Source: an optimization exercise on an open RTL-to-GDS flow (aim: small area and a short achievable clock period). Production flows keep margins and buffers that such runs may drop.
RTL that was checked went through simulation tests only; none was proved equivalent to the original.
For run 1, only the layout was checked, not whether the RTL still works.
No activity file was given, so power comes from the tool's default toggle rates.

==> flow/design.v, too long to show whole: its modules and the start of the top module <==
// module incline_sat: 7 lines
// module cpa_ts: 137 lines
// module cpa_ic: 137 lines
// module cpa_prod: 99 lines
// module desiredDrive: 204 lines
// module desiredDrive_reg: 633 lines
module desiredDrive_reg(
    input clk, rst_n,
    input [11:0] avg_torque,
    input [4:0] cadence,
    input not_pedaling,
    input [12:0] incline,
    input [2:0] scale,
    output logic [11:0] target_curr
);
  // ...
==> flow/flow/run.sh <==
#!/bin/bash
# Layout flow: the standard flow (standard.sh), with these changes:
#  - synthesis: Yosys's generic "synth -run fine:" step skips its early ABC
#    pass (-noabc), so that extract_fa sees the RTL's full adders as written
#    (without the input/output inversions that pass puts around them), and
#    extract_fa leaves the carry-propagate adders (instances u_cpa_*) to the
#    final ABC mapping instead of building them from adder cells; the rest of
#    synthesis (dfflibmap, the final ABC mapping, flatten, renaming) is as in
#    the standard flow's synthesis;
#  - the port buffers are PORT_BUF cells;
#  - ORFS's timing repair aims for SETUP_MARGIN ns of setup slack.
# The SDC, the clock period and every other step are the standard flow's.
set -euo pipefail
HERE=$(pwd)
SETUP_MARGIN=8.0
PORT_BUF=sky130_fd_sc_hd__buf_1
# ORFS's synth.tcl with the changes
sed -e 's/synth -top \$::env(DESIGN_NAME) -run fine: {\*}\$synth_full_args/synth -top $::env(DESIGN_NAME) -run fine: -noabc {*}$synth_full_args/' \
    -e 's/extract_fa {\*}\[dont_use_extract_fa_args\]/extract_fa {*}[dont_use_extract_fa_args] c:* c:*u_cpa_* %d/' \
    "$FLOW_HOME/scripts/synth.tcl" > "$HERE/synth_changed.tcl"
grep -q -F -- '-run fine: -noabc' "$HERE/synth_changed.tcl"
grep -q -F -- 'extract_fa {*}[dont_use_extract_fa_args] c:* c:*u_cpa_* %d' "$HERE/synth_changed.tcl"
# The standard flow's synthesis wrapper, sourcing the changed synth.tcl
sed "s#source \$::env(SCRIPTS_DIR)/synth.tcl#source $HERE/synth_changed.tcl#" synth_recipe.tcl > "$HERE/flow_synth.tcl"
grep -q -F "source $HERE/synth_changed.tcl" "$HERE/flow_synth.tcl"
# The standard.sh, pointed at that wrapper
sed "s#SYNTH_SCRIPT=[^ ]*#SYNTH_SCRIPT=$HERE/flow_synth.tcl#" standard.sh > "$HERE/flow_standard.sh"
grep -q -F "SYNTH_SCRIPT=$HERE/flow_synth.tcl" "$HERE/flow_standard.sh"
bash "$HERE/flow_standard.sh" SETUP_SLACK_MARGIN=$SETUP_MARGIN \
    "BUFFER_PORTS_ARGS=-buffer_cell $PORT_BUF" finish > "$HERE/flow_make.log" 2>&1
==> flow/standard.sh <==
#!/bin/bash
# synth_recipe.tcl (not shown) runs the flow's synth.tcl, then flattens the netlist and writes it again
# the make line also repeats each setting of config.mk as NAME=value (left out here)
make -C /OpenROAD-flow-scripts/flow DESIGN_CONFIG=/design/flow/config.mk WORK_HOME=/design/flow/orfs CLKGATE_MAP_FILE= SYNTH_SCRIPT=/design/flow/synth_recipe.tcl "${@:-finish}"
==> flow/config.mk <==
export PLATFORM = sky130hd
export DESIGN_NAME = desiredDrive_reg
export DESIGN_NICKNAME = desiredDrive_reg
export VERILOG_FILES = /design/flow/design.v
export SDC_FILE = /design/flow/constraint.sdc
export NUM_CORES = 4
export LEC_CHECK = 0
export ABC_AREA = 1
export CAP_MARGIN = 20
export CORE_MARGIN = 2
export CORE_UTILIZATION = 40
export CTS_BUF_LIST = sky130_fd_sc_hd__clkbuf_4 sky130_fd_sc_hd__clkbuf_8
export SLEW_MARGIN = 20
export TNS_END_PERCENT = 5
==> flow/constraint.sdc <==
create_clock -name core_clock -period 13.0 [get_ports {clk}]
set_input_delay 2.6000 -clock core_clock [delete_from_list [all_inputs] [get_ports {clk}]]
set_output_delay 2.6000 -clock core_clock [all_outputs]
set_load 0.01 [all_outputs]
==> results.sh, run 1 <==
export IMPL_synthMuxAreaShare=0
export IMPL_register_area_um2=1003
export IMPL_reg2reg_to="curr_r[11]"
export IMPL_dp_hpwl_mm=16.03
export IMPL_fin_area_um2=9662
export IMPL_hold_path_class="reg2reg"
export IMPL_largestRegisters="ic_rn x15, ts_rn x15, curr_r x12"
export IMPL_netlist_area_um2=8788
export IMPL_p_per_area_nw_per_um2=105.7
export IMPL_outcome="complete, no violations"
export IMPL_sh_seq_area=0.1039
export IMPL_core_area_um2=21690
export IMPL_met3_wirelength_mm=1.229
export IMPL_timing_hold_ws_ns=0.7163
export IMPL_hold_viol=0
export IMPL_dieHeight_um=152.2
export IMPL_portBuffers=47
export IMPL_drv_slew=0
export IMPL_n_fill_cell=2112
export IMPL_ir_drop_uv=53.07
export IMPL_grt_start_max_net_pins=16
export IMPL_clkCellAreaFrac=0.01178
export IMPL_seq_cell_count=44
export IMPL_tns_ns=0
export IMPL_holdBufCountCts=0
export IMPL_grtUsageMet1=0.2490
export IMPL_yosys_cell_count_top_type="nor2_1"
export IMPL_mostFrequentLayoutCells="nor2_1, fa_1, nand2_1"
export IMPL_p_seq_frac=0.253
export IMPL_synth_compound_area_frac=0.05481
export IMPL_finalCritPeriodShare=0.4199
export IMPL_placed_cell_area_um2=9194
export IMPL_path_max_fanout=6
export IMPL_p_sw_frac=0.5028
export IMPL_clkTransAtPathRegs_ns=0.09
==> module cpa_ts, before the edit <==
module cpa_ts(input [14:0] a, input [14:0] b, output [14:0] s);
wire g1 = a[0] & b[0];
wire g2 = a[1] & b[1];
wire g3 = a[2] & b[2];
wire g4 = a[3] & b[3];
wire g5 = a[4] & b[4];
wire g6 = a[5] & b[5];
wire g7 = a[6] & b[6];
wire g8 = a[7] & b[7];
wire g9 = a[8] & b[8];
wire g10 = a[9] & b[9];
wire g11 = a[10] & b[10];
wire g12 = a[11] & b[11];
wire g13 = a[12] & b[12];
wire g14 = a[13] & b[13];
wire g15 = a[14] & b[14];
wire h16 = a[0] ^ b[0];
wire h17 = a[1] ^ b[1];
wire h18 = a[2] ^ b[2];
wire h19 = a[3] ^ b[3];
wire h20 = a[4] ^ b[4];
wire h21 = a[5] ^ b[5];
wire h22 = a[6] ^ b[6];
wire h23 = a[7] ^ b[7];
wire h24 = a[8] ^ b[8];
wire h25 = a[9] ^ b[9];
wire h26 = a[10] ^ b[10];
wire h27 = a[11] ^ b[11];
wire h28 = a[12] ^ b[12];
wire h29 = a[13] ^ b[13];
wire h30 = a[14] ^ b[14];
wire G31 = g15 | (h30 & g14);
wire P32 = h30 & h29;
wire G33 = g14 | (h29 & g13);
wire P34 = h29 & h28;
wire G35 = g13 | (h28 & g12);
wire P36 = h28 & h27;
wire G37 = g12 | (h27 & g11);
wire P38 = h27 & h26;
wire G39 = g11 | (h26 & g10);
wire P40 = h26 & h25;
wire G41 = g10 | (h25 & g9);
wire P42 = h25 & h24;
wire G43 = g9 | (h24 & g8);
wire P44 = h24 & h23;
wire G45 = g8 | (h23 & g7);
wire P46 = h23 & h22;
wire G47 = g7 | (h22 & g6);
wire P48 = h22 & h21;
wire G49 = g6 | (h21 & g5);
wire P50 = h21 & h20;
wire G51 = g5 | (h20 & g4);
wire P52 = h20 & h19;
wire G53 = g4 | (h19 & g3);
wire P54 = h19 & h18;
wire G55 = g3 | (h18 & g2);
wire P56 = h18 & h17;
wire G57 = g2 | (h17 & g1);
wire P58 = h17 & h16;
wire G59 = G31 | (P32 & G35);
wire P60 = P32 & P36;
wire G61 = G33 | (P34 & G37);
wire P62 = P34 & P38;
wire G63 = G35 | (P36 & G39);
wire P64 = P36 & P40;
wire G65 = G37 | (P38 & G41);
wire P66 = P38 & P42;
wire G67 = G39 | (P40 & G43);
wire P68 = P40 & P44;
wire G69 = G41 | (P42 & G45);
wire P70 = P42 & P46;
wire G71 = G43 | (P44 & G47);
wire P72 = P44 & P48;
wire G73 = G45 | (P46 & G49);
wire P74 = P46 & P50;
wire G75 = G47 | (P48 & G51);
wire P76 = P48 & P52;
wire G77 = G49 | (P50 & G53);
wire P78 = P50 & P54;
wire G79 = G51 | (P52 & G55);
wire P80 = P52 & P56;
wire G81 = G53 | (P54 & G57);
wire P82 = P54 & P58;
wire G83 = G55 | (P56 & g1);
wire P84 = P56 & h16;
wire G85 = G59 | (P60 & G67);
wire P86 = P60 & P68;
wire G87 = G61 | (P62 & G69);
wire P88 = P62 & P70;
wire G89 = G63 | (P64 & G71);
wire P90 = P64 & P72;
wire G91 = G65 | (P66 & G73);
wire P92 = P66 & P74;
wire G93 = G67 | (P68 & G75);
wire P94 = P68 & P76;
wire G95 = G69 | (P70 & G77);
wire P96 = P70 & P78;
wire G97 = G71 | (P72 & G79);
wire P98 = P72 & P80;
wire G99 = G73 | (P74 & G81);
wire P100 = P74 & P82;
wire G101 = G75 | (P76 & G83);
wire P102 = P76 & P84;
wire G103 = G77 | (P78 & G57);
wire P104 = P78 & P58;
wire G105 = G79 | (P80 & g1);
wire P106 = P80 & h16;
wire G107 = G85 | (P86 & G101);
wire P108 = P86 & P102;
wire G109 = G87 | (P88 & G103);
wire P110 = P88 & P104;
wire G111 = G89 | (P90 & G105);
wire P112 = P90 & P106;
wire G113 = G91 | (P92 & G81);
wire P114 = P92 & P82;
wire G115 = G93 | (P94 & G83);
wire P116 = P94 & P84;
wire G117 = G95 | (P96 & G57);
wire P118 = P96 & P58;
wire G119 = G97 | (P98 & g1);
wire P120 = P98 & h16;
wire o121 = h17 ^ g1;
wire o122 = h18 ^ G57;
wire o123 = h19 ^ G83;
wire o124 = h20 ^ G81;
wire o125 = h21 ^ G105;
wire o126 = h22 ^ G103;
wire o127 = h23 ^ G101;
wire o128 = h24 ^ G99;
wire o129 = h25 ^ G119;
wire o130 = h26 ^ G117;
wire o131 = h27 ^ G115;
wire o132 = h28 ^ G113;
wire o133 = h29 ^ G111;
wire o134 = h30 ^ G109;
assign s = {o134, o133, o132, o131, o130, o129, o128, o127, o126, o125, o124, o123, o122, o121, h16};
endmodule
==> module cpa_ic, before the edit <==
module cpa_ic(input [14:0] a, input [14:0] b, output [14:0] s);
wire g1 = a[0] & b[0];
wire g2 = a[1] & b[1];
wire g3 = a[2] & b[2];
wire g4 = a[3] & b[3];
wire g5 = a[4] & b[4];
wire g6 = a[5] & b[5];
wire g7 = a[6] & b[6];
wire g8 = a[7] & b[7];
wire g9 = a[8] & b[8];
wire g10 = a[9] & b[9];
wire g11 = a[10] & b[10];
wire g12 = a[11] & b[11];
wire g13 = a[12] & b[12];
wire g14 = a[13] & b[13];
wire g15 = a[14] & b[14];
wire h16 = a[0] ^ b[0];
wire h17 = a[1] ^ b[1];
wire h18 = a[2] ^ b[2];
wire h19 = a[3] ^ b[3];
wire h20 = a[4] ^ b[4];
wire h21 = a[5] ^ b[5];
wire h22 = a[6] ^ b[6];
wire h23 = a[7] ^ b[7];
wire h24 = a[8] ^ b[8];
wire h25 = a[9] ^ b[9];
wire h26 = a[10] ^ b[10];
wire h27 = a[11] ^ b[11];
wire h28 = a[12] ^ b[12];
wire h29 = a[13] ^ b[13];
wire h30 = a[14] ^ b[14];
wire G31 = g15 | (h30 & g14);
wire P32 = h30 & h29;
wire G33 = g14 | (h29 & g13);
wire P34 = h29 & h28;
wire G35 = g13 | (h28 & g12);
wire P36 = h28 & h27;
wire G37 = g12 | (h27 & g11);
wire P38 = h27 & h26;
wire G39 = g11 | (h26 & g10);
wire P40 = h26 & h25;
wire G41 = g10 | (h25 & g9);
wire P42 = h25 & h24;
wire G43 = g9 | (h24 & g8);
wire P44 = h24 & h23;
wire G45 = g8 | (h23 & g7);
wire P46 = h23 & h22;
wire G47 = g7 | (h22 & g6);
wire P48 = h22 & h21;
wire G49 = g6 | (h21 & g5);
wire P50 = h21 & h20;
wire G51 = g5 | (h20 & g4);
wire P52 = h20 & h19;
wire G53 = g4 | (h19 & g3);
wire P54 = h19 & h18;
wire G55 = g3 | (h18 & g2);
wire P56 = h18 & h17;
wire G57 = g2 | (h17 & g1);
wire P58 = h17 & h16;
wire G59 = G31 | (P32 & G35);
wire P60 = P32 & P36;
wire G61 = G33 | (P34 & G37);
wire P62 = P34 & P38;
wire G63 = G35 | (P36 & G39);
wire P64 = P36 & P40;
wire G65 = G37 | (P38 & G41);
wire P66 = P38 & P42;
wire G67 = G39 | (P40 & G43);
wire P68 = P40 & P44;
wire G69 = G41 | (P42 & G45);
wire P70 = P42 & P46;
wire G71 = G43 | (P44 & G47);
wire P72 = P44 & P48;
wire G73 = G45 | (P46 & G49);
wire P74 = P46 & P50;
wire G75 = G47 | (P48 & G51);
wire P76 = P48 & P52;
wire G77 = G49 | (P50 & G53);
wire P78 = P50 & P54;
wire G79 = G51 | (P52 & G55);
wire P80 = P52 & P56;
wire G81 = G53 | (P54 & G57);
wire P82 = P54 & P58;
wire G83 = G55 | (P56 & g1);
wire P84 = P56 & h16;
wire G85 = G59 | (P60 & G67);
wire P86 = P60 & P68;
wire G87 = G61 | (P62 & G69);
wire P88 = P62 & P70;
wire G89 = G63 | (P64 & G71);
wire P90 = P64 & P72;
wire G91 = G65 | (P66 & G73);
wire P92 = P66 & P74;
wire G93 = G67 | (P68 & G75);
wire P94 = P68 & P76;
wire G95 = G69 | (P70 & G77);
wire P96 = P70 & P78;
wire G97 = G71 | (P72 & G79);
wire P98 = P72 & P80;
wire G99 = G73 | (P74 & G81);
wire P100 = P74 & P82;
wire G101 = G75 | (P76 & G83);
wire P102 = P76 & P84;
wire G103 = G77 | (P78 & G57);
wire P104 = P78 & P58;
wire G105 = G79 | (P80 & g1);
wire P106 = P80 & h16;
wire G107 = G85 | (P86 & G101);
wire P108 = P86 & P102;
wire G109 = G87 | (P88 & G103);
wire P110 = P88 & P104;
wire G111 = G89 | (P90 & G105);
wire P112 = P90 & P106;
wire G113 = G91 | (P92 & G81);
wire P114 = P92 & P82;
wire G115 = G93 | (P94 & G83);
wire P116 = P94 & P84;
wire G117 = G95 | (P96 & G57);
wire P118 = P96 & P58;
wire G119 = G97 | (P98 & g1);
wire P120 = P98 & h16;
wire o121 = h17 ^ g1;
wire o122 = h18 ^ G57;
wire o123 = h19 ^ G83;
wire o124 = h20 ^ G81;
wire o125 = h21 ^ G105;
wire o126 = h22 ^ G103;
wire o127 = h23 ^ G101;
wire o128 = h24 ^ G99;
wire o129 = h25 ^ G119;
wire o130 = h26 ^ G117;
wire o131 = h27 ^ G115;
wire o132 = h28 ^ G113;
wire o133 = h29 ^ G111;
wire o134 = h30 ^ G109;
assign s = {o134, o133, o132, o131, o130, o129, o128, o127, o126, o125, o124, o123, o122, o121, h16};
endmodule
==> module cpa_prod, before the edit <==
module cpa_prod(input [27:0] a, input [27:0] b, output [12:0] s);
wire g1 = a[0] & b[0];
wire g2 = a[1] & b[1];
wire g3 = a[2] & b[2];
wire g4 = a[3] & b[3];
wire g5 = a[4] & b[4];
wire g6 = a[5] & b[5];
wire g7 = a[6] & b[6];
wire g8 = a[7] & b[7];
wire g9 = a[8] & b[8];
wire g10 = a[9] & b[9];
wire g11 = a[10] & b[10];
wire g12 = a[11] & b[11];
wire g13 = a[12] & b[12];
wire g14 = a[13] & b[13];
wire g15 = a[14] & b[14];
wire g16 = a[15] & b[15];
wire g17 = a[16] & b[16];
wire g18 = a[17] & b[17];
wire g19 = a[18] & b[18];
wire g20 = a[19] & b[19];
wire g21 = a[20] & b[20];
wire g22 = a[21] & b[21];
wire g23 = a[22] & b[22];
wire g24 = a[23] & b[23];
wire g25 = a[24] & b[24];
wire g26 = a[25] & b[25];
wire g27 = a[26] & b[26];
wire g28 = a[27] & b[27];
wire h29 = a[0] ^ b[0];
wire h30 = a[1] ^ b[1];
wire h31 = a[2] ^ b[2];
wire h32 = a[3] ^ b[3];
wire h33 = a[4] ^ b[4];
wire h34 = a[5] ^ b[5];
wire h35 = a[6] ^ b[6];
wire h36 = a[7] ^ b[7];
wire h37 = a[8] ^ b[8];
wire h38 = a[9] ^ b[9];
wire h39 = a[10] ^ b[10];
wire h40 = a[11] ^ b[11];
wire h41 = a[12] ^ b[12];
wire h42 = a[13] ^ b[13];
wire h43 = a[14] ^ b[14];
wire h44 = a[15] ^ b[15];
wire h45 = a[16] ^ b[16];
wire h46 = a[17] ^ b[17];
wire h47 = a[18] ^ b[18];
wire h48 = a[19] ^ b[19];
wire h49 = a[20] ^ b[20];
wire h50 = a[21] ^ b[21];
wire h51 = a[22] ^ b[22];
wire h52 = a[23] ^ b[23];
wire h53 = a[24] ^ b[24];
wire h54 = a[25] ^ b[25];
wire h55 = a[26] ^ b[26];
wire h56 = a[27] ^ b[27];
wire G57 = g2 | (h30 & g1);
wire G58 = g3 | (h31 & G57);
wire G59 = g4 | (h32 & G58);
wire G60 = g5 | (h33 & G59);
wire G61 = g6 | (h34 & G60);
wire G62 = g7 | (h35 & G61);
wire G63 = g8 | (h36 & G62);
wire G64 = g9 | (h37 & G63);
wire G65 = g10 | (h38 & G64);
wire G66 = g11 | (h39 & G65);
wire G67 = g12 | (h40 & G66);
wire G68 = g13 | (h41 & G67);
wire G69 = g14 | (h42 & G68);
wire G70 = g15 | (h43 & G69);
wire G71 = g16 | (h44 & G70);
wire G72 = g17 | (h45 & G71);
wire G73 = g18 | (h46 & G72);
wire G74 = g19 | (h47 & G73);
wire G75 = g20 | (h48 & G74);
wire G76 = g21 | (h49 & G75);
wire G77 = g22 | (h50 & G76);
wire G78 = g23 | (h51 & G77);
wire G79 = g24 | (h52 & G78);
wire G80 = g25 | (h53 & G79);
wire G81 = g26 | (h54 & G80);
wire G82 = g27 | (h55 & G81);
wire G83 = g28 | (h56 & G82);
wire o84 = h44 ^ G70;
wire o85 = h45 ^ G71;
wire o86 = h46 ^ G72;
wire o87 = h47 ^ G73;
wire o88 = h48 ^ G74;
wire o89 = h49 ^ G75;
wire o90 = h50 ^ G76;
wire o91 = h51 ^ G77;
wire o92 = h52 ^ G78;
wire o93 = h53 ^ G79;
wire o94 = h54 ^ G80;
wire o95 = h55 ^ G81;
wire o96 = h56 ^ G82;
assign s = {o96, o95, o94, o93, o92, o91, o90, o89, o88, o87, o86, o85, o84};
endmodule
==> inputs of run 2 (changes only) <==
--- a/flow/design.v
+++ b/flow/design.v
@@ -36,111 +36,65 @@
 wire h28 = a[12] ^ b[12];
 wire h29 = a[13] ^ b[13];
 wire h30 = a[14] ^ b[14];
-wire G31 = g15 | (h30 & g14);
-wire P32 = h30 & h29;
-wire G33 = g14 | (h29 & g13);
-wire P34 = h29 & h28;
-wire G35 = g13 | (h28 & g12);
-wire P36 = h28 & h27;
-wire G37 = g12 | (h27 & g11);
-wire P38 = h27 & h26;
-wire G39 = g11 | (h26 & g10);
-wire P40 = h26 & h25;
-wire G41 = g10 | (h25 & g9);
-wire P42 = h25 & h24;
-wire G43 = g9 | (h24 & g8);
-wire P44 = h24 & h23;
-wire G45 = g8 | (h23 & g7);
-wire P46 = h23 & h22;
-wire G47 = g7 | (h22 & g6);
-wire P48 = h22 & h21;
-wire G49 = g6 | (h21 & g5);
-wire P50 = h21 & h20;
-wire G51 = g5 | (h20 & g4);
-wire P52 = h20 & h19;
-wire G53 = g4 | (h19 & g3);
-wire P54 = h19 & h18;
-wire G55 = g3 | (h18 & g2);
-wire P56 = h18 & h17;
-wire G57 = g2 | (h17 & g1);
-wire P58 = h17 & h16;
-wire G59 = G31 | (P32 & G35);
-wire P60 = P32 & P36;
-wire G61 = G33 | (P34 & G37);
-wire P62 = P34 & P38;
-wire G63 = G35 | (P36 & G39);
-wire P64 = P36 & P40;
-wire G65 = G37 | (P38 & G41);
-wire P66 = P38 & P42;
-wire G67 = G39 | (P40 & G43);
-wire P68 = P40 & P44;
-wire G69 = G41 | (P42 & G45);
-wire P70 = P42 & P46;
-wire G71 = G43 | (P44 & G47);
-wire P72 = P44 & P48;
-wire G73 = G45 | (P46 & G49);
-wire P74 = P46 & P50;
-wire G75 = G47 | (P48 & G51);
-wire P76 = P48 & P52;
-wire G77 = G49 | (P50 & G53);
-wire P78 = P50 & P54;
-wire G79 = G51 | (P52 & G55);
-wire P80 = P52 & P56;
-wire G81 = G53 | (P54 & G57);
-wire P82 = P54 & P58;
-wire G83 = G55 | (P56 & g1);
-wire P84 = P56 & h16;
-wire G85 = G59 | (P60 & G67);
-wire P86 = P60 & P68;
-wire G87 = G61 | (P62 & G69);
-wire P88 = P62 & P70;
-wire G89 = G63 | (P64 & G71);
-wire P90 = P64 & P72;
-wire G91 = G65 | (P66 & G73);
-wire P92 = P66 & P74;
-wire G93 = G67 | (P68 & G75);
-wire P94 = P68 & P76;
-wire G95 = G69 | (P70 & G77);
-wire P96 = P70 & P78;
-wire G97 = G71 | (P72 & G79);
-wire P98 = P72 & P80;
-wire G99 = G73 | (P74 & G81);
-wire P100 = P74 & P82;
-wire G101 = G75 | (P76 & G83);
-wire P102 = P76 & P84;
-wire G103 = G77 | (P78 & G57);
-wire P104 = P78 & P58;
-wire G105 = G79 | (P80 & g1);
-wire P106 = P80 & h16;
-wire G107 = G85 | (P86 & G101);
-wire P108 = P86 & P102;
-wire G109 = G87 | (P88 & G103);
-wire P110 = P88 & P104;
-wire G111 = G89 | (P90 & G105);
-wire P112 = P90 & P106;
-wire G113 = G91 | (P92 & G81);
-wire P114 = P92 & P82;
-wire G115 = G93 | (P94 & G83);
-wire P116 = P94 & P84;
-wire G117 = G95 | (P96 & G57);
-wire P118 = P96 & P58;
-wire G119 = G97 | (P98 & g1);
-wire P120 = P98 & h16;
-wire o121 = h17 ^ g1;
-wire o122 = h18 ^ G57;
-wire o123 = h19 ^ G83;
-wire o124 = h20 ^ G81;
-wire o125 = h21 ^ G105;
-wire o126 = h22 ^ G103;
-wire o127 = h23 ^ G101;
-wire o128 = h24 ^ G99;
-wire o129 = h25 ^ G119;
-wire o130 = h26 ^ G117;
-wire o131 = h27 ^ G115;
-wire o132 = h28 ^ G113;
-wire o133 = h29 ^ G111;
-wire o134 = h30 ^ G109;
-assign s = {o134, o133, o132, o131, o130, o129, o128, o127, o126, o125, o124, o123, o122, o121, h16};
+wire G31 = g2 | (h17 & g1);
+wire P32 = h17 & h16;
+wire G33 = g4 | (h19 & g3);
+wire P34 = h19 & h18;
+wire G35 = g6 | (h21 & g5);
+wire P36 = h21 & h20;
+wire G37 = g8 | (h23 & g7);
+wire P38 = h23 & h22;
+wire G39 = g10 | (h25 & g9);
+wire P40 = h25 & h24;
+wire G41 = g12 | (h27 & g11);
+wire P42 = h27 & h26;
+wire G43 = g14 | (h29 & g13);
+wire P44 = h29 & h28;
+wire G45 = G33 | (P34 & G31);
+wire P46 = P34 & P32;
+wire G47 = G37 | (P38 & G35);
+wire P48 = P38 & P36;
+wire G49 = G41 | (P42 & G39);
+wire P50 = P42 & P40;
+wire G51 = G47 | (P48 & G45);
+wire P52 = P48 & P46;
+wire G53 = G49 | (P50 & G51);
+wire P54 = P50 & P52;
+wire G55 = G35 | (P36 & G45);
+wire P56 = P36 & P46;
+wire G57 = G39 | (P40 & G51);
+wire P58 = P40 & P52;
+wire G59 = G43 | (P44 & G53);
+wire P60 = P44 & P54;
+wire G61 = g3 | (h18 & G31);
+wire P62 = h18 & P32;
+wire G63 = g5 | (h20 & G45);
+wire P64 = h20 & P46;
+wire G65 = g7 | (h22 & G55);
+wire P66 = h22 & P56;
+wire G67 = g9 | (h24 & G51);
+wire P68 = h24 & P52;
+wire G69 = g11 | (h26 & G57);
+wire P70 = h26 & P58;
+wire G71 = g13 | (h28 & G53);
+wire P72 = h28 & P54;
+wire G73 = g15 | (h30 & G59);
+wire P74 = h30 & P60;
+wire o75 = h17 ^ g1;
+wire o76 = h18 ^ G31;
+wire o77 = h19 ^ G61;
+wire o78 = h20 ^ G45;
+wire o79 = h21 ^ G63;
+wire o80 = h22 ^ G55;
+wire o81 = h23 ^ G65;
+wire o82 = h24 ^ G51;
+wire o83 = h25 ^ G67;
+wire o84 = h26 ^ G57;
+wire o85 = h27 ^ G69;
+wire o86 = h28 ^ G53;
+wire o87 = h29 ^ G71;
+wire o88 = h30 ^ G59;
+assign s = {o88, o87, o86, o85, o84, o83, o82, o81, o80, o79, o78, o77, o76, o75, h16};
 endmodule
 module cpa_ic(input [14:0] a, input [14:0] b, output [14:0] s);
 wire g1 = a[0] & b[0];
@@ -173,111 +127,65 @@
 wire h28 = a[12] ^ b[12];
 wire h29 = a[13] ^ b[13];
 wire h30 = a[14] ^ b[14];
-wire G31 = g15 | (h30 & g14);
-wire P32 = h30 & h29;
-wire G33 = g14 | (h29 & g13);
-wire P34 = h29 & h28;
-wire G35 = g13 | (h28 & g12);
-wire P36 = h28 & h27;
-wire G37 = g12 | (h27 & g11);
-wire P38 = h27 & h26;
-wire G39 = g11 | (h26 & g10);
-wire P40 = h26 & h25;
-wire G41 = g10 | (h25 & g9);
-wire P42 = h25 & h24;
-wire G43 = g9 | (h24 & g8);
-wire P44 = h24 & h23;
-wire G45 = g8 | (h23 & g7);
-wire P46 = h23 & h22;
-wire G47 = g7 | (h22 & g6);
-wire P48 = h22 & h21;
-wire G49 = g6 | (h21 & g5);
-wire P50 = h21 & h20;
-wire G51 = g5 | (h20 & g4);
-wire P52 = h20 & h19;
-wire G53 = g4 | (h19 & g3);
-wire P54 = h19 & h18;
-wire G55 = g3 | (h18 & g2);
-wire P56 = h18 & h17;
-wire G57 = g2 | (h17 & g1);
-wire P58 = h17 & h16;
-wire G59 = G31 | (P32 & G35);
-wire P60 = P32 & P36;
-wire G61 = G33 | (P34 & G37);
-wire P62 = P34 & P38;
-wire G63 = G35 | (P36 & G39);
-wire P64 = P36 & P40;
-wire G65 = G37 | (P38 & G41);
-wire P66 = P38 & P42;
-wire G67 = G39 | (P40 & G43);
-wire P68 = P40 & P44;
-wire G69 = G41 | (P42 & G45);
-wire P70 = P42 & P46;
-wire G71 = G43 | (P44 & G47);
-wire P72 = P44 & P48;
-wire G73 = G45 | (P46 & G49);
-wire P74 = P46 & P50;
-wire G75 = G47 | (P48 & G51);
-wire P76 = P48 & P52;
-wire G77 = G49 | (P50 & G53);
-wire P78 = P50 & P54;
-wire G79 = G51 | (P52 & G55);
-wire P80 = P52 & P56;
-wire G81 = G53 | (P54 & G57);
-wire P82 = P54 & P58;
-wire G83 = G55 | (P56 & g1);
-wire P84 = P56 & h16;
-wire G85 = G59 | (P60 & G67);
-wire P86 = P60 & P68;
-wire G87 = G61 | (P62 & G69);
-wire P88 = P62 & P70;
-wire G89 = G63 | (P64 & G71);
-wire P90 = P64 & P72;
-wire G91 = G65 | (P66 & G73);
-wire P92 = P66 & P74;
-wire G93 = G67 | (P68 & G75);
-wire P94 = P68 & P76;
-wire G95 = G69 | (P70 & G77);
-wire P96 = P70 & P78;
-wire G97 = G71 | (P72 & G79);
-wire P98 = P72 & P80;
-wire G99 = G73 | (P74 & G81);
-wire P100 = P74 & P82;
-wire G101 = G75 | (P76 & G83);
-wire P102 = P76 & P84;
-wire G103 = G77 | (P78 & G57);
-wire P104 = P78 & P58;
-wire G105 = G79 | (P80 & g1);
-wire P106 = P80 & h16;
-wire G107 = G85 | (P86 & G101);
-wire P108 = P86 & P102;
-wire G109 = G87 | (P88 & G103);
-wire P110 = P88 & P104;
-wire G111 = G89 | (P90 & G105);
-wire P112 = P90 & P106;
-wire G113 = G91 | (P92 & G81);
-wire P114 = P92 & P82;
-wire G115 = G93 | (P94 & G83);
-wire P116 = P94 & P84;
-wire G117 = G95 | (P96 & G57);
-wire P118 = P96 & P58;
-wire G119 = G97 | (P98 & g1);
-wire P120 = P98 & h16;
-wire o121 = h17 ^ g1;
-wire o122 = h18 ^ G57;
-wire o123 = h19 ^ G83;
-wire o124 = h20 ^ G81;
-wire o125 = h21 ^ G105;
-wire o126 = h22 ^ G103;
-wire o127 = h23 ^ G101;
-wire o128 = h24 ^ G99;
-wire o129 = h25 ^ G119;
-wire o130 = h26 ^ G117;
-wire o131 = h27 ^ G115;
-wire o132 = h28 ^ G113;
-wire o133 = h29 ^ G111;
-wire o134 = h30 ^ G109;
-assign s = {o134, o133, o132, o131, o130, o129, o128, o127, o126, o125, o124, o123, o122, o121, h16};
+wire G31 = g2 | (h17 & g1);
+wire P32 = h17 & h16;
+wire G33 = g4 | (h19 & g3);
+wire P34 = h19 & h18;
+wire G35 = g6 | (h21 & g5);
+wire P36 = h21 & h20;
+wire G37 = g8 | (h23 & g7);
+wire P38 = h23 & h22;
+wire G39 = g10 | (h25 & g9);
+wire P40 = h25 & h24;
+wire G41 = g12 | (h27 & g11);
+wire P42 = h27 & h26;
+wire G43 = g14 | (h29 & g13);
+wire P44 = h29 & h28;
+wire G45 = G33 | (P34 & G31);
+wire P46 = P34 & P32;
+wire G47 = G37 | (P38 & G35);
+wire P48 = P38 & P36;
+wire G49 = G41 | (P42 & G39);
+wire P50 = P42 & P40;
+wire G51 = G47 | (P48 & G45);
+wire P52 = P48 & P46;
+wire G53 = G49 | (P50 & G51);
+wire P54 = P50 & P52;
+wire G55 = G35 | (P36 & G45);
+wire P56 = P36 & P46;
+wire G57 = G39 | (P40 & G51);
+wire P58 = P40 & P52;
+wire G59 = G43 | (P44 & G53);
+wire P60 = P44 & P54;
+wire G61 = g3 | (h18 & G31);
+wire P62 = h18 & P32;
+wire G63 = g5 | (h20 & G45);
+wire P64 = h20 & P46;
+wire G65 = g7 | (h22 & G55);
+wire P66 = h22 & P56;
+wire G67 = g9 | (h24 & G51);
+wire P68 = h24 & P52;
+wire G69 = g11 | (h26 & G57);
+wire P70 = h26 & P58;
+wire G71 = g13 | (h28 & G53);
+wire P72 = h28 & P54;
+wire G73 = g15 | (h30 & G59);
+wire P74 = h30 & P60;
+wire o75 = h17 ^ g1;
+wire o76 = h18 ^ G31;
+wire o77 = h19 ^ G61;
+wire o78 = h20 ^ G45;
+wire o79 = h21 ^ G63;
+wire o80 = h22 ^ G55;
+wire o81 = h23 ^ G65;
+wire o82 = h24 ^ G51;
+wire o83 = h25 ^ G67;
+wire o84 = h26 ^ G57;
+wire o85 = h27 ^ G69;
+wire o86 = h28 ^ G53;
+wire o87 = h29 ^ G71;
+wire o88 = h30 ^ G59;
+assign s = {o88, o87, o86, o85, o84, o83, o82, o81, o80, o79, o78, o77, o76, o75, h16};
 endmodule
 module cpa_prod(input [27:0] a, input [27:0] b, output [12:0] s);
 wire g1 = a[0] & b[0];
@@ -337,46 +245,115 @@
 wire h55 = a[26] ^ b[26];
 wire h56 = a[27] ^ b[27];
 wire G57 = g2 | (h30 & g1);
-wire G58 = g3 | (h31 & G57);
-wire G59 = g4 | (h32 & G58);
-wire G60 = g5 | (h33 & G59);
-wire G61 = g6 | (h34 & G60);
-wire G62 = g7 | (h35 & G61);
-wire G63 = g8 | (h36 & G62);
-wire G64 = g9 | (h37 & G63);
-wire G65 = g10 | (h38 & G64);
-wire G66 = g11 | (h39 & G65);
-wire G67 = g12 | (h40 & G66);
-wire G68 = g13 | (h41 & G67);
-wire G69 = g14 | (h42 & G68);
-wire G70 = g15 | (h43 & G69);
-wire G71 = g16 | (h44 & G70);
-wire G72 = g17 | (h45 & G71);
-wire G73 = g18 | (h46 & G72);
-wire G74 = g19 | (h47 & G73);
-wire G75 = g20 | (h48 & G74);
-wire G76 = g21 | (h49 & G75);
-wire G77 = g22 | (h50 & G76);
-wire G78 = g23 | (h51 & G77);
-wire G79 = g24 | (h52 & G78);
-wire G80 = g25 | (h53 & G79);
-wire G81 = g26 | (h54 & G80);
-wire G82 = g27 | (h55 & G81);
-wire G83 = g28 | (h56 & G82);
-wire o84 = h44 ^ G70;
-wire o85 = h45 ^ G71;
-wire o86 = h46 ^ G72;
-wire o87 = h47 ^ G73;
-wire o88 = h48 ^ G74;
-wire o89 = h49 ^ G75;
-wire o90 = h50 ^ G76;
-wire o91 = h51 ^ G77;
-wire o92 = h52 ^ G78;
-wire o93 = h53 ^ G79;
-wire o94 = h54 ^ G80;
-wire o95 = h55 ^ G81;
-wire o96 = h56 ^ G82;
-assign s = {o96, o95, o94, o93, o92, o91, o90, o89, o88, o87, o86, o85, o84};
+wire P58 = h30 & h29;
+wire G59 = g4 | (h32 & g3);
+wire P60 = h32 & h31;
+wire G61 = g6 | (h34 & g5);
+wire P62 = h34 & h33;
+wire G63 = g8 | (h36 & g7);
+wire P64 = h36 & h35;
+wire G65 = g10 | (h38 & g9);
+wire P66 = h38 & h37;
+wire G67 = g12 | (h40 & g11);
+wire P68 = h40 & h39;
+wire G69 = g14 | (h42 & g13);
+wire P70 = h42 & h41;
+wire G71 = g16 | (h44 & g15);
+wire P72 = h44 & h43;
+wire G73 = g18 | (h46 & g17);
+wire P74 = h46 & h45;
+wire G75 = g20 | (h48 & g19);
+wire P76 = h48 & h47;
+wire G77 = g22 | (h50 & g21);
+wire P78 = h50 & h49;
+wire G79 = g24 | (h52 & g23);
+wire P80 = h52 & h51;
+wire G81 = g26 | (h54 & g25);
+wire P82 = h54 & h53;
+wire G83 = g28 | (h56 & g27);
+wire P84 = h56 & h55;
+wire G85 = G59 | (P60 & G57);
+wire P86 = P60 & P58;
+wire G87 = G63 | (P64 & G61);
+wire P88 = P64 & P62;
+wire G89 = G67 | (P68 & G65);
+wire P90 = P68 & P66;
+wire G91 = G71 | (P72 & G69);
+wire P92 = P72 & P70;
+wire G93 = G75 | (P76 & G73);
+wire P94 = P76 & P74;
+wire G95 = G79 | (P80 & G77);
+wire P96 = P80 & P78;
+wire G97 = G83 | (P84 & G81);
+wire P98 = P84 & P82;
+wire G99 = G87 | (P88 & G85);
+wire P100 = P88 & P86;
+wire G101 = G91 | (P92 & G89);
+wire P102 = P92 & P90;
+wire G103 = G95 | (P96 & G93);
+wire P104 = P96 & P94;
+wire G105 = G101 | (P102 & G99);
+wire P106 = P102 & P100;
+wire G107 = G103 | (P104 & G105);
+wire P108 = P104 & P106;
+wire G109 = G89 | (P90 & G99);
+wire P110 = P90 & P100;
+wire G111 = G93 | (P94 & G105);
+wire P112 = P94 & P106;
+wire G113 = G97 | (P98 & G107);
+wire P114 = P98 & P108;
+wire G115 = G61 | (P62 & G85);
+wire P116 = P62 & P86;
+wire G117 = G65 | (P66 & G99);
+wire P118 = P66 & P100;
+wire G119 = G69 | (P70 & G109);
+wire P120 = P70 & P110;
+wire G121 = G73 | (P74 & G105);
+wire P122 = P74 & P106;
+wire G123 = G77 | (P78 & G111);
+wire P124 = P78 & P112;
+wire G125 = G81 | (P82 & G107);
+wire P126 = P82 & P108;
+wire G127 = g3 | (h31 & G57);
+wire P128 = h31 & P58;
+wire G129 = g5 | (h33 & G85);
+wire P130 = h33 & P86;
+wire G131 = g7 | (h35 & G115);
+wire P132 = h35 & P116;
+wire G133 = g9 | (h37 & G99);
+wire P134 = h37 & P100;
+wire G135 = g11 | (h39 & G117);
+wire P136 = h39 & P118;
+wire G137 = g13 | (h41 & G109);
+wire P138 = h41 & P110;
+wire G139 = g15 | (h43 & G119);
+wire P140 = h43 & P120;
+wire G141 = g17 | (h45 & G105);
+wire P142 = h45 & P106;
+wire G143 = g19 | (h47 & G121);
+wire P144 = h47 & P122;
+wire G145 = g21 | (h49 & G111);
+wire P146 = h49 & P112;
+wire G147 = g23 | (h51 & G123);
+wire P148 = h51 & P124;
+wire G149 = g25 | (h53 & G107);
+wire P150 = h53 & P108;
+wire G151 = g27 | (h55 & G125);
+wire P152 = h55 & P126;
+wire o153 = h44 ^ G139;
+wire o154 = h45 ^ G105;
+wire o155 = h46 ^ G141;
+wire o156 = h47 ^ G121;
+wire o157 = h48 ^ G143;
+wire o158 = h49 ^ G111;
+wire o159 = h50 ^ G145;
+wire o160 = h51 ^ G123;
+wire o161 = h52 ^ G147;
+wire o162 = h53 ^ G107;
+wire o163 = h54 ^ G149;
+wire o164 = h55 ^ G125;
+wire o165 = h56 ^ G151;
+assign s = {o165, o164, o163, o162, o161, o160, o159, o158, o157, o156, o155, o154, o153};
 endmodule
 module desiredDrive(
     input [11:0] avg_torque,
--- a/flow/flow/run.sh
+++ b/flow/flow/run.sh
@@ -5,8 +5,9 @@
 #    (without the input/output inversions that pass puts around them), and
 #    extract_fa leaves the carry-propagate adders (instances u_cpa_*) to the
 #    final ABC mapping instead of building them from adder cells; the rest of
-#    synthesis (dfflibmap, the final ABC mapping, flatten, renaming) is as in
-#    the standard flow's synthesis;
+#    synthesis (dfflibmap, flatten, renaming) is as in the standard flow's synthesis, but
+#    the final ABC mapping runs flow/map.abc, a delay-oriented mapping without
+#    ABC's own buffering and sizing (OpenROAD's repair sizes the cells later);
 #  - the port buffers are PORT_BUF cells;
 #  - ORFS's timing repair aims for SETUP_MARGIN ns of setup slack.
 # The SDC, the clock period and every other step are the standard flow's.
@@ -17,9 +18,11 @@
 # ORFS's synth.tcl with the changes
 sed -e 's/synth -top \$::env(DESIGN_NAME) -run fine: {\*}\$synth_full_args/synth -top $::env(DESIGN_NAME) -run fine: -noabc {*}$synth_full_args/' \
     -e 's/extract_fa {\*}\[dont_use_extract_fa_args\]/extract_fa {*}[dont_use_extract_fa_args] c:* c:*u_cpa_* %d/' \
+    -e "s#^  log_cmd abc {\*}\\\$abc_args\$#  log_cmd abc {*}[lreplace \$abc_args 1 1 $HERE/flow/map.abc]#" \
     "$FLOW_HOME/scripts/synth.tcl" > "$HERE/synth_changed.tcl"
 grep -q -F -- '-run fine: -noabc' "$HERE/synth_changed.tcl"
 grep -q -F -- 'extract_fa {*}[dont_use_extract_fa_args] c:* c:*u_cpa_* %d' "$HERE/synth_changed.tcl"
+grep -q -F -- "log_cmd abc {*}[lreplace \$abc_args 1 1 $HERE/flow/map.abc]" "$HERE/synth_changed.tcl"
 # The standard flow's synthesis wrapper, sourcing the changed synth.tcl
 sed "s#source \$::env(SCRIPTS_DIR)/synth.tcl#source $HERE/synth_changed.tcl#" synth_recipe.tcl > "$HERE/flow_synth.tcl"
 grep -q -F "source $HERE/synth_changed.tcl" "$HERE/flow_synth.tcl"
==> flow/flow/map.abc (new file) <==
strash
dch
map -B 0.9
topo
stime -c
--- a/flow/config.mk
+++ b/flow/config.mk
@@ -5,7 +5,6 @@
 export SDC_FILE = /design/flow/constraint.sdc
 export NUM_CORES = 4
 export LEC_CHECK = 0
-export ABC_AREA = 1
 export CAP_MARGIN = 20
 export CORE_MARGIN = 2
 export CORE_UTILIZATION = 40
==> run 2 against run 1 <==
Non-clock buffer count down 24; flip-flop and latch count unchanged; largest cell class unchanged; critical path type unchanged; clock-buffer cell count unchanged.
==> results.sh, run 2 <==
export IMPL_drt_iter0_drc=336
export IMPL_die_area_um2=23380
export IMPL_hp_start="valid"
export IMPL_grt_start_max_net_pins=16
export IMPL_finalCritPeriodShare=0.4051
export IMPL_drive_above_1_share=0.1031
export IMPL_remaining_drc_errors=0
export IMPL_cp_data_required_time_ns=13.22
export IMPL_n_fill_cell=2174
export IMPL_clock_skew_ns=0.003338
export IMPL_final_common_cell="nor2_1"
export IMPL_p_seq_frac=0.239
export IMPL_finish_utilization=0.4519
export IMPL_routed_top_layer="met4"
export IMPL_dieHeight_um=152.9
export IMPL_rsz0062_at_grt="yes"
export IMPL_max_clock_path_buffers=2
export IMPL_io_pins=48
export IMPL_ir_drop_uv=50.98
export IMPL_syn_to_final_growth_pct=11.20
export IMPL_async_reset_ff_frac=0.3182
export IMPL_path_max_fanout=6
export IMPL_hold_path_class="reg2reg"
export IMPL_synth_fp_nets=1394
export IMPL_first_global_vias=7609
export IMPL_clock_latency_ns=0.32
export IMPL_ys_seq_elements=44
export IMPL_post_synth_top_area_fraction=0.4582
export IMPL_met1_length_mm=9.602
export IMPL_drt_total_wl_mm=21.81
export IMPL_fin_area_um2=9862
export IMPL_dp_hpwl_mm=17.10
export IMPL_end_kind="flop"
export IMPL_antenna_found_initial=0
export IMPL_n_antenna_cell=0
export IMPL_clock_sinks=44
export IMPL_synthMuxAreaShare=0
export IMPL_synth_edf_count=0
export IMPL_viasPerCell=4.940
export IMPL_die_width_um=152.9
export IMPL_layout_cells_non_filler=1473
export IMPL_mostFrequentLayoutCells="nor2_1, nand2_1, fa_1"
export IMPL_reg2reg_to="curr_r[11]"
export IMPL_finalSetupViolCount=0
export IMPL_drt_pre_antenna_iters=4
export IMPL_fin_ws_ns=7.734
export IMPL_holdPathStages=2
export IMPL_synth_xor_area_frac=0.01876
export IMPL_grt_use_total=0.1969
export IMPL_regToRegSetupSlack_ns=8.00
export IMPL_ant_nets=0
export IMPL_crit_arrival_ns=5.49
export IMPL_wl_per_cell_um=14.81
export IMPL_cp_start_kind="input pin"
export IMPL_max_freq_ghz=0.1899
export IMPL_netlist_area_um2=8869
export IMPL_leakagePower_nw=5.028
export IMPL_synth_distinct_cells=28
export IMPL_tns_ns=0
export IMPL_ys_top_cells_by_count="nor2_1, nand2_1, fa_1"
export IMPL_cts_tree="done"
export IMPL_path_common_cell="nand2_2"
export IMPL_r2r_start="ts_rn[3]"
export IMPL_placed_cell_area_um2=9439
export IMPL_hold_viol=0
export IMPL_holdBufCountCts=0
export IMPL_worst_pin_slew_ns=0.8267
export IMPL_outcome="complete, no violations"
export IMPL_syn_inst=1132
export IMPL_largestRegisters="ic_rn x15, ts_rn x15, curr_r x12"
export IMPL_dpl_cell_count=1461
export IMPL_power_share_combinational=0.660
export IMPL_grt_remaining_overflow=0
export IMPL_synth_top_cell_by_area="fa_1"
export IMPL_portBuffers=47
export IMPL_synth_top_family_by_area="adder cells"
export IMPL_ys_warn_count=1
export IMPL_core_area_um2=21820
export IMPL_num_rows=54
export IMPL_path_cells="buf_6 -> nand2_2 -> inv_4 -> fa_2 -> fa_1 -> fa_1 -> xor2_2 -> nand2_2 -> nor2_2 -> nand2_1 -> nand2_2 -> nand2_2 -> nand2_2 -> nand2_4 -> nand3_2 -> nand2_1 -> o21a_1"
export IMPL_p_per_area_nw_per_um2=113.3
export IMPL_slowest_delay_ns=0.56
export IMPL_synth_compound_area_frac=0.04501
export IMPL_reg2reg_depth=19
export IMPL_numCtsBuffers=5
export IMPL_grt_first_pass_wirelength_mm=37.23
export IMPL_p_int_mw=0.5346
export IMPL_gp_congestion=0.8653
export IMPL_hold_end="curr_r[0]"
export IMPL_avgSynthCellArea_um2=7.834
export IMPL_slew_headroom=0.4463
export IMPL_final_min_clock_period_ns=5.266
export IMPL_drv_slew=0
export IMPL_initial_core_util=0.4064
export IMPL_yosys_cell_count_top_type="nor2_1"
export IMPL_met3_wirelength_um=819
export IMPL_crit_path_top_delay_cell="fa_2"
export IMPL_cts_root_buf="clkbuf_8"
export IMPL_cts_max_level=2
export IMPL_pwr_share_clk=0.102
export IMPL_p_sw_mw=0.5830
export IMPL_ys_flop_type="dfxtp_1"
export IMPL_maxCapViolations=0
export IMPL_place_ws_ns=7.242
export IMPL_seq_area_frac_synth=0.1072
export IMPL_finalPower_mw=1.118
export IMPL_timing_hold_ws_ns=0.7302
export IMPL_p_sw_frac=0.5217
export IMPL_path_class="in2reg"
export IMPL_route_met2_wl_mm=10.97
export IMPL_synthTopCellsByArea="fa_1, nor2_1, nand2_1"
export IMPL_synthSimpleGateAreaFrac=0.2769
export IMPL_route_vias_total=7277
export IMPL_fin_nets=1454
export IMPL_synthAdderAreaFrac=0.4907
export IMPL_clkTransAtPathRegs_ns=0.09
[run 2: changes by cell type in the layout (fill, tap and decap cells not counted), moves of 9 or more]
cell      change
nand2_1      +62
nor2_1       +34
dfxtp_1      +15
nand2_2       -9
xor2_1       -14
nand3_1      +17
dfxtp_2      -13
inv_1       -131
clkinv_1    +130
buf_4        -21
[run 2: final cells by class]
| class | count | area, um2 | area share |
|---|---|---|---|
| Clock inverter | 3 | 45.04 | 0.004567 |
| Sequential cell | 44 | 979.7 | 0.09934 |
| Inverter | 144 | 544.3 | 0.05519 |
| Timing Repair Buffer | 53 | 305.3 | 0.03096 |
| Multi-Input combinational cell | 944 | 7569 | 0.7674 |
| Tap cell | 280 | 350.3 | 0.03552 |
| Clock buffer | 5 | 68.82 | 0.006978 |
[run 2: power groups by stage]
| stage | Combinational (mW) | Sequential [mW] | Clock, mW |
|---|---|---|---|
| after floorplan | 0.553 | 0.219 | 0 |
| after global placement | 0.676 | 0.268 | 0 |
| after detailed placement | 0.692 | 0.267 | 0 |
| after CTS | 0.701 | 0.264 | 0.118 |
| after global routing | 0.850 | 0.274 | 0.124 |
| final | 0.737 | 0.267 | 0.113 |
[run 2: metal layers]
layer / up-vias / GRT usage
li1: 3561 / -
met1: 3522 / 0.2616
met2: 161 / 0.3459
met3: 33 / 0.01871
met4: 0 / 0.05379
met5: - / 0
[run 2: cells by family (layout without fill, tap and decap cells)]
family	Yosys count	count (layout)
flip-flops	44	44
buffers and inverters	144	205
adder cells (fa/ha/maj)	226	226
XOR/XNOR	19	19
AO/OA/AOI/OAI	74	74
other	1	1
AND/OR/NAND/NOR	624	624
[run 2: what timing repair did]
| action | 4_1_cts | 5_1_grt |
|---|---|---|
| resized for setup | 32 | 88 |
| setup endpoints to repair | 22 | 27 |
| setup buffers | 1 | 3 |
| pin swaps | 8 | 32 |
[run 2: worst max-delay path by stage]
stage | start | endpoint | slack [ns] | depth (start not counted)
after floorplan | incline[3] | ic_rn[13] | 7.73 | 16
after global placement | cadence[3] | ic_rn[13] | 7.30 | 19
after detailed placement | cadence[0] | ic_rn[12] | 7.24 | 17
after CTS | incline[2] | ic_rn[13] | 7.77 | 17
after global routing | incline[5] | ic_rn[12] | 7.61 | 17
final | incline[3] | ic_rn[13] | 7.73 | 17
[run 2: worst max-delay path, delay by kind of cell]
family	cells	cell delay [ns]
buffers and inverters	2	0.15
and+or+nand+nor	10	0.79
adders and majority gates	3	1.54
xor gates and xnor gates	1	0.22
AOI/OAI and AO/OA	1	0.19
==> inputs of run 3 (changes only) <==
--- a/flow/flow/run.sh
+++ b/flow/flow/run.sh
@@ -5,24 +5,21 @@
 #    (without the input/output inversions that pass puts around them), and
 #    extract_fa leaves the carry-propagate adders (instances u_cpa_*) to the
 #    final ABC mapping instead of building them from adder cells; the rest of
-#    synthesis (dfflibmap, flatten, renaming) is as in the standard flow's synthesis, but
-#    the final ABC mapping runs flow/map.abc, a delay-oriented mapping without
-#    ABC's own buffering and sizing (OpenROAD's repair sizes the cells later);
+#    synthesis (dfflibmap, the final ABC mapping, flatten, renaming) is as in
+#    the standard flow's synthesis;
 #  - the port buffers are PORT_BUF cells;
 #  - ORFS's timing repair aims for SETUP_MARGIN ns of setup slack.
 # The SDC, the clock period and every other step are the standard flow's.
 set -euo pipefail
 HERE=$(pwd)
-SETUP_MARGIN=8.0
+SETUP_MARGIN=8.3
 PORT_BUF=sky130_fd_sc_hd__buf_1
 # ORFS's synth.tcl with the changes
 sed -e 's/synth -top \$::env(DESIGN_NAME) -run fine: {\*}\$synth_full_args/synth -top $::env(DESIGN_NAME) -run fine: -noabc {*}$synth_full_args/' \
     -e 's/extract_fa {\*}\[dont_use_extract_fa_args\]/extract_fa {*}[dont_use_extract_fa_args] c:* c:*u_cpa_* %d/' \
-    -e "s#^  log_cmd abc {\*}\\\$abc_args\$#  log_cmd abc {*}[lreplace \$abc_args 1 1 $HERE/flow/map.abc]#" \
     "$FLOW_HOME/scripts/synth.tcl" > "$HERE/synth_changed.tcl"
 grep -q -F -- '-run fine: -noabc' "$HERE/synth_changed.tcl"
 grep -q -F -- 'extract_fa {*}[dont_use_extract_fa_args] c:* c:*u_cpa_* %d' "$HERE/synth_changed.tcl"
-grep -q -F -- "log_cmd abc {*}[lreplace \$abc_args 1 1 $HERE/flow/map.abc]" "$HERE/synth_changed.tcl"
 # The standard flow's synthesis wrapper, sourcing the changed synth.tcl
 sed "s#source \$::env(SCRIPTS_DIR)/synth.tcl#source $HERE/synth_changed.tcl#" synth_recipe.tcl > "$HERE/flow_synth.tcl"
 grep -q -F "source $HERE/synth_changed.tcl" "$HERE/flow_synth.tcl"
--- a/flow/config.mk
+++ b/flow/config.mk
@@ -5,6 +5,7 @@
 export SDC_FILE = /design/flow/constraint.sdc
 export NUM_CORES = 4
 export LEC_CHECK = 0
+export ABC_AREA = 1
 export CAP_MARGIN = 20
 export CORE_MARGIN = 2
 export CORE_UTILIZATION = 40
removed: flow/flow/map.abc
==> run 3 against run 2 <==
Die area is 3.1% higher; clock power hardly changed; clock skew is 0.0089 ns higher; critical path type unchanged; largest power group unchanged; highest routed layer unchanged.
==> results.sh, run 3 <==
export IMPL_hp_start="valid"
export IMPL_ys_top_cells_by_count="nor2_1, nand2_1, fa_1"
export IMPL_largestRegisters="ic_rn x15, ts_rn x15, curr_r x12"
export IMPL_drv_slew=0
export IMPL_n_fill_cell=2280
export IMPL_r2r_start="ic_rn[11]"
export IMPL_ir_drop_uv=55.89
export IMPL_rsz0062_at_grt="yes"
export IMPL_final_common_cell="nor2_1"
export IMPL_hold_end="curr_r[10]"
export IMPL_clock_latency_ns=0.32
export IMPL_final_min_clock_period_ns=5.208
export IMPL_gp_congestion=0.8250
export IMPL_synth_edf_count=0
export IMPL_register_area_um2=973.4
export IMPL_slowest_delay_ns=0.53
export IMPL_grt_start_max_net_pins=16
export IMPL_numCtsBuffers=5
export IMPL_clock_sinks=44
export IMPL_finalPower_mw=1.107
export IMPL_avgSynthCellArea_um2=7.796
export IMPL_worst_pin_slew_ns=0.9231
export IMPL_grt_first_pass_wirelength_mm=37.89
export IMPL_path_common_cell="nand2_2"
export IMPL_yosys_cell_count_top_type="nor2_1"
export IMPL_synth_fp_nets=1436
export IMPL_finish_utilization=0.4379
export IMPL_die_width_um=155.3
export IMPL_route_vias_total=7411
export IMPL_met3_wirelength_um=909
export IMPL_syn_to_final_growth_pct=7.997
export IMPL_end_kind="flop"
export IMPL_clock_skew_ns=0.01226
export IMPL_portBuffers=47
export IMPL_io_pins=48
export IMPL_antenna_found_initial=0
export IMPL_dpl_cell_count=1465
export IMPL_remaining_drc_errors=0
export IMPL_clkTransAtPathRegs_ns=0.10
export IMPL_grt_use_total=0.1963
export IMPL_ys_flop_type="dfxtp_1"
export IMPL_multi_input_area_um2=7575
export IMPL_post_synth_top_area_fraction=0.4440
export IMPL_seq_area_frac_synth=0.1039
export IMPL_cp_start_kind="input pin"
export IMPL_crit_arrival_ns=5.43
export IMPL_cts_root_buf="clkbuf_8"
export IMPL_synthTopCellsByArea="fa_1, nor2_1, nand2_1"
export IMPL_drt_iter0_drc=392
export IMPL_cp_data_required_time_ns=13.22
export IMPL_drive_above_1_share=0.09774
export IMPL_drt_total_wl_mm=22.05
export IMPL_path_class="in2reg"
export IMPL_synth_top_cell_by_area="fa_1"
export IMPL_finalCritPeriodShare=0.4006
export IMPL_async_reset_ff_frac=0.3182
export IMPL_layout_cells_non_filler=1482
export IMPL_fin_nets=1458
export IMPL_n_antenna_cell=0
export IMPL_initial_core_util=0.4055
export IMPL_cts_max_level=2
export IMPL_reg2reg_depth=17
export IMPL_dieHeight_um=155.3
export IMPL_tns_ns=0
export IMPL_route_met2_wl_mm=11.36
export IMPL_viasPerCell=5.001
export IMPL_path_cells="buf_12 -> nand2_4 -> inv_2 -> fa_1 -> fa_1 -> fa_1 -> nand2_1 -> inv_2 -> nor2_4 -> nand2_2 -> nor2_2 -> nand2_2 -> nand2_4 -> nand2_2 -> nand2_2 -> nand2_4 -> nand3_2 -> nand2_1 -> o21a_1"
export IMPL_finalSetupViolCount=0
export IMPL_path_max_fanout=6
export IMPL_holdPathStages=2
export IMPL_drt_pre_antenna_iters=5
export IMPL_ys_seq_elements=44
export IMPL_outcome="complete, no violations"
export IMPL_p_per_area_nw_per_um2=112.0
export IMPL_cts_tree="done"
export IMPL_hold_viol=0
export IMPL_num_rows=55
export IMPL_slew_headroom=0.3838
export IMPL_leakagePower_nw=5.626
export IMPL_fin_area_um2=9884
export IMPL_mostFrequentLayoutCells="nor2_1, nand2_1, fa_1"
export IMPL_routed_top_layer="met4"
export IMPL_ys_warn_count=1
export IMPL_regToRegSetupSlack_ns=8.01
export IMPL_reg2reg_to="curr_r[6]"
export IMPL_dp_hpwl_mm=17.25
export IMPL_met1_length_mm=9.424
export IMPL_synth_distinct_cells=42
export IMPL_die_area_um2=24110
export IMPL_placed_cell_area_um2=9525
export IMPL_core_area_um2=22570
export IMPL_first_global_vias=7729
export IMPL_netlist_area_um2=9153
export IMPL_max_freq_ghz=0.1920
export IMPL_ant_nets=0
export IMPL_maxCapViolations=0
export IMPL_grt_remaining_overflow=0
export IMPL_syn_inst=1174
export IMPL_hold_path_class="reg2reg"
export IMPL_crit_path_top_delay_cell="fa_1"
export IMPL_max_clock_path_buffers=2
export IMPL_wl_per_cell_um=14.88
==> run 3: changes by cell type after synthesis, moves of 4 or more <==
cell | previous run | this run
nor2_1 | 339 | 335
nand2_2 | 0 | 14
inv_1 | 0 | 144
nand2_1 | 224 | 209
nor2_2 | 0 | 4
clkinv_1 | 144 | 0
clkbuf_1 | 0 | 34
==> run 3: repair_timing <==
item                                    4_1_cts  5_1_grt
pin swaps                                    11       25
endpoints found under the setup margin       26       31
hold buffers                                  0        0
gates cloned                                  0        0
buffers inserted                              3        5
gates resized for setup                      32       49
==> run 3: final cells by class <==
class                   instances  share of cell area
clock inverters                 3            0.004557
multi-input cells             944              0.7663
flip-flops and latches         44             0.09848
clock buffers                   5            0.006962
inverters                     144             0.05468
repair buffers                 57             0.03291
well taps                     285             0.03608
==> run 3: cells by family after synthesis <==
kind of cell             count (synthesis)  share of synthesized area
AO/OA/AOI/OAI                           74                    0.04662
XOR/XNOR                                19                    0.01900
adder cells (fa/ha/maj)                226                     0.4755
buffers and inverters                  186                    0.07956
flip-flops                              44                     0.1039
other                                    1                  0.0004097
AND/OR/NAND/NOR                        624                     0.2751
==> run 3: worst max path at each step <==
| stage | start | end | slack [ns] | depth (start not counted) |
|---|---|---|---|---|
| after floorplan | cadence[3] | ic_rn[13] | 7.66 | 17 |
| after global placement | cadence[4] | ic_rn[12] | 7.30 | 17 |
| after detailed placement | cadence[4] | ic_rn[13] | 7.22 | 19 |
| after CTS | incline[2] | ic_rn[13] | 7.81 | 17 |
| after global routing | cadence[1] | ic_rn[13] | 7.67 | 17 |
| final | cadence[4] | ic_rn[13] | 7.79 | 19 |
==> run 3: worst max-delay path: cells and delay by family <==
family	cells	cell delay, ns
AOI/OAI and AO/OA	1	0.18
adders and majority gates	3	1.48
buffers and inverters	3	0.19
and+or+nand+nor	12	0.98
==> run 3: where the power goes <==
| part | internal (mW) | total (mW) | switching, mW |
|---|---|---|---|
| clock network | 0.0582 | 0.113 | 0.0548 |
| registers | 0.167 | 0.270 | 0.104 |
| logic | 0.304 | 0.723 | 0.419 |
==> run 3: metal layers <==
layer / up-vias / global-route usage
li1: 3546 / -
met1: 3691 / 0.2538
met2: 146 / 0.3589
met3: 28 / 0.01978
met4: 0 / 0.04019
met5: - / 0
==> run 3: metrics by stage <==
stage / setup WS, ns / hold slack [ns]
6_report: 7.792 / 0.7127
5_1_grt: 7.667 / 0.7689
4_1_cts: 7.809 / 0.7021
3_5_place_dp: 7.221 / 0.7037
3_3_place_gp: 7.298 / 0.6948
2_1_floorplan: 7.660 / 0.5029
==> inputs of run 4 (changes only) <==
--- a/flow/flow/run.sh
+++ b/flow/flow/run.sh
@@ -12,7 +12,7 @@
 # The SDC, the clock period and every other step are the standard flow's.
 set -euo pipefail
 HERE=$(pwd)
-SETUP_MARGIN=8.3
+SETUP_MARGIN=7.8
 PORT_BUF=sky130_fd_sc_hd__buf_1
 # ORFS's synth.tcl with the changes
 sed -e 's/synth -top \$::env(DESIGN_NAME) -run fine: {\*}\$synth_full_args/synth -top $::env(DESIGN_NAME) -run fine: -noabc {*}$synth_full_args/' \
==> run 4 against run 3 <==
Final cell count decreased by 0.27%; sequential power about the same; clock skew about the same; utilization decreased by 0.19 points; critical path depth decreased by 2; clock power about the same; critical path type unchanged; critical endpoint unchanged; largest cell class unchanged; largest power group unchanged.
==> results.sh, run 4 <==
export IMPL_outcome="complete, no violations"
export IMPL_ant_nets=0
export IMPL_worst_pin_slew_ns=0.8784
export IMPL_syn_inst=1174
export IMPL_netlist_area_um2=9153
export IMPL_syn_to_final_growth_pct=7.519
export IMPL_avgSynthCellArea_um2=7.796
export IMPL_route_vias_total=7406
export IMPL_first_global_vias=7715
export IMPL_synth_fp_nets=1436
export IMPL_multi_input_area_um2=7584
export IMPL_drt_total_wl_mm=22.09
export IMPL_end_kind="flop"
export IMPL_synth_xor_area_frac=0.01900
export IMPL_n_antenna_cell=0
export IMPL_drive_above_1_share=0.09472
export IMPL_ys_top_cells_by_count="nor2_1, nand2_1, fa_1"
export IMPL_drt_iter0_drc=374
export IMPL_seq_area_frac_synth=0.1039
export IMPL_numCtsBuffers=5
export IMPL_synthTopCellsByArea="fa_1, nor2_1, nand2_1"
export IMPL_fin_ws_ns=7.718
export IMPL_cts_tree="done"
export IMPL_synthSimpleGateAreaFrac=0.2751
export IMPL_slew_headroom=0.4136
export IMPL_clkTransAtPathRegs_ns=0.10
export IMPL_drv_slew=0
export IMPL_path_class="in2reg"
export IMPL_n_fill_cell=2286
export IMPL_cp_data_required_time_ns=13.21
export IMPL_synth_top_cell_by_area="fa_1"
export IMPL_tns_ns=0
export IMPL_finalCritPeriodShare=0.4063
export IMPL_dieHeight_um=155.3
export IMPL_hold_path_class="reg2reg"
export IMPL_io_pins=48
export IMPL_grt_use_total=0.1959
export IMPL_fin_nets=1454
export IMPL_timing_hold_ws_ns=0.7206
export IMPL_die_area_um2=24110
export IMPL_die_width_um=155.3
export IMPL_core_area_um2=22570
export IMPL_place_ws_ns=7.221
export IMPL_p_per_area_nw_per_um2=112.7
export IMPL_post_synth_top_area_fraction=0.4440
export IMPL_ir_drop_uv=54.50
export IMPL_leakagePower_nw=5.599
export IMPL_synth_top_family_by_area="adder cells"
export IMPL_dpl_cell_count=1465
export IMPL_clock_latency_ns=0.32
export IMPL_synthMuxAreaShare=0
export IMPL_hold_viol=0
export IMPL_remaining_drc_errors=0
export IMPL_mostFrequentLayoutCells="nor2_1, nand2_1, fa_1"
export IMPL_synth_compound_area_frac=0.04662
export IMPL_cts_max_level=2
export IMPL_synth_distinct_cells=42
export IMPL_finalSetupViolCount=0
export IMPL_dp_hpwl_mm=17.25
export IMPL_cp_start_kind="input pin"
export IMPL_crit_arrival_ns=5.50
export IMPL_initial_core_util=0.4055
export IMPL_layout_cells_non_filler=1478
export IMPL_drt_pre_antenna_iters=5
export IMPL_grt_start_max_net_pins=16
export IMPL_ys_warn_count=1
export IMPL_placed_cell_area_um2=9525
export IMPL_finalPower_mw=1.110
export IMPL_max_freq_ghz=0.1893
export IMPL_final_min_clock_period_ns=5.282
export IMPL_ys_seq_elements=44
export IMPL_cts_root_buf="clkbuf_8"
export IMPL_final_common_cell="nor2_1"
export IMPL_finish_utilization=0.4360
export IMPL_grt_remaining_overflow=0
export IMPL_grt_first_pass_wirelength_mm=37.83
export IMPL_gp_congestion=0.8250
export IMPL_ys_flop_type="dfxtp_1"
export IMPL_yosys_cell_count_top_type="nor2_1"
export IMPL_largestRegisters="ic_rn x15, ts_rn x15, curr_r x12"
export IMPL_maxCapViolations=0
export IMPL_wl_per_cell_um=14.94
export IMPL_synth_edf_count=0
export IMPL_register_area_um2=970.9
export IMPL_holdBufCountCts=0
export IMPL_viasPerCell=5.011
export IMPL_portBuffers=47
export IMPL_antenna_found_initial=0
export IMPL_clock_sinks=44
export IMPL_path_max_fanout=7
export IMPL_num_rows=55
export IMPL_fin_area_um2=9841
export IMPL_rsz0062_at_grt="yes"
export IMPL_synthAdderAreaFrac=0.4755
export IMPL_clock_skew_ns=0.01197
export IMPL_async_reset_ff_frac=0.3182
export IMPL_max_clock_path_buffers=2
-- run 4: cell counts after synthesis --
No cell type changed its count.
-- run 4: layout make-up --
type / count / share of cell area
Multi-Input combinational cell: 944 / 0.7706
Tap cell: 285 / 0.03624
Timing Repair Buffer: 53 / 0.02797
Inverter: 144 / 0.05493
Clock inverter: 3 / 0.004577
Clock buffer: 5 / 0.006993
Sequential cell: 44 / 0.09866
-- run 4: critical path, cell delays in order --
cell and delay [ns]:
clkbuf_4 0.16, nand2_1 0.07, inv_1 0.05, fa_2 0.53, fa_1 0.42, fa_1 0.56, xor2_2 0.26, nand2_2 0.10
nor2_2 0.10, nand2_2 0.07, nand2_4 0.07, nand2_2 0.05, nand2_2 0.10, nand2_4 0.07, nand3_2 0.06, nand2_1 0.05
o21a_1 0.17
-- run 4: final timing paths --
kind | from | endpoint | slack [ns] | depth (start not counted)
worst max-delay path | incline[2] | ic_rn[13] | 7.72 | 17
worst min-delay path | valid | curr_r[10] | 0.72 | 2
worst max register to register | ic_rn[11] | curr_r[6] | 8.05 | 17
worst min register to register | valid | curr_r[10] | 0.72 | 2
max in group asynchronous | rst_n | curr_r[5] | 10.21 | 1
min in group asynchronous | rst_n | curr_r[10] | 2.32 | 1
-- run 4: kinds of logic after synthesis --
kind of cell	count (synthesis)
simple gates	624
fa+ha+maj	226
buf+inv	186
compound gates	74
flops	44
xor+xnor	19
other cells	1
-- run 4: timing repair --
action / CTS / global route
buffers inserted: 1 / 3
setup endpoints to repair: 14 / 18
pin swaps: 1 / 19
resized for setup: 16 / 61
-- run 4: power by group --
group / internal, mW / switching [mW]
combinational: 0.302 / 0.424
clock: 0.0582 / 0.0542
sequential: 0.167 / 0.104
-- run 4: routing by layer --
metal	share of wire	wire length, um	GRT usage
met1	0.42	9369	0.2542
met5	0	0	0
met3	0.045	991	0.01978
met2	0.52	11420	0.3570
met4	0.014	307	0.04019

[re-timing with driven ports]
In the flow no input, the clock included, has a driving cell. The finished layouts below were timed again as built, in two steps. Step 1: set_driving_cell puts a clkbuf_16 on clk and a buf_2 on each other input, an assumption about the parent block. Step 2 times the ports against the registers' clock, not the clock port: input delays grow and output delays shrink by t, the midpoint of the rising clock arrivals with the driver on. a / b / c = no drivers / after step 1 / after step 2; a / b = the first two.
run | t (ns) | slack for setup (ns) | worst hold slack (ns)
run 1 | 0.360 | 7.542 / 7.531 / 7.171 | 0.716 / 0.716 / 0.716
run 2 | 0.360 | 7.734 / 7.719 / 7.359 | 0.730 / 0.730 / 0.730
run 3 | 0.347 | 7.792 / 7.783 / 7.436 | 0.713 / 0.713 / 0.713
run 4 | 0.346 | 7.718 / 7.733 / 7.387 | 0.721 / 0.721 / 0.721
After both steps setup and hold are still met in every run listed. For run 2, which loses most, drivers alone change the setup slack by -0.015 ns; drivers and shift together by -0.375 ns.
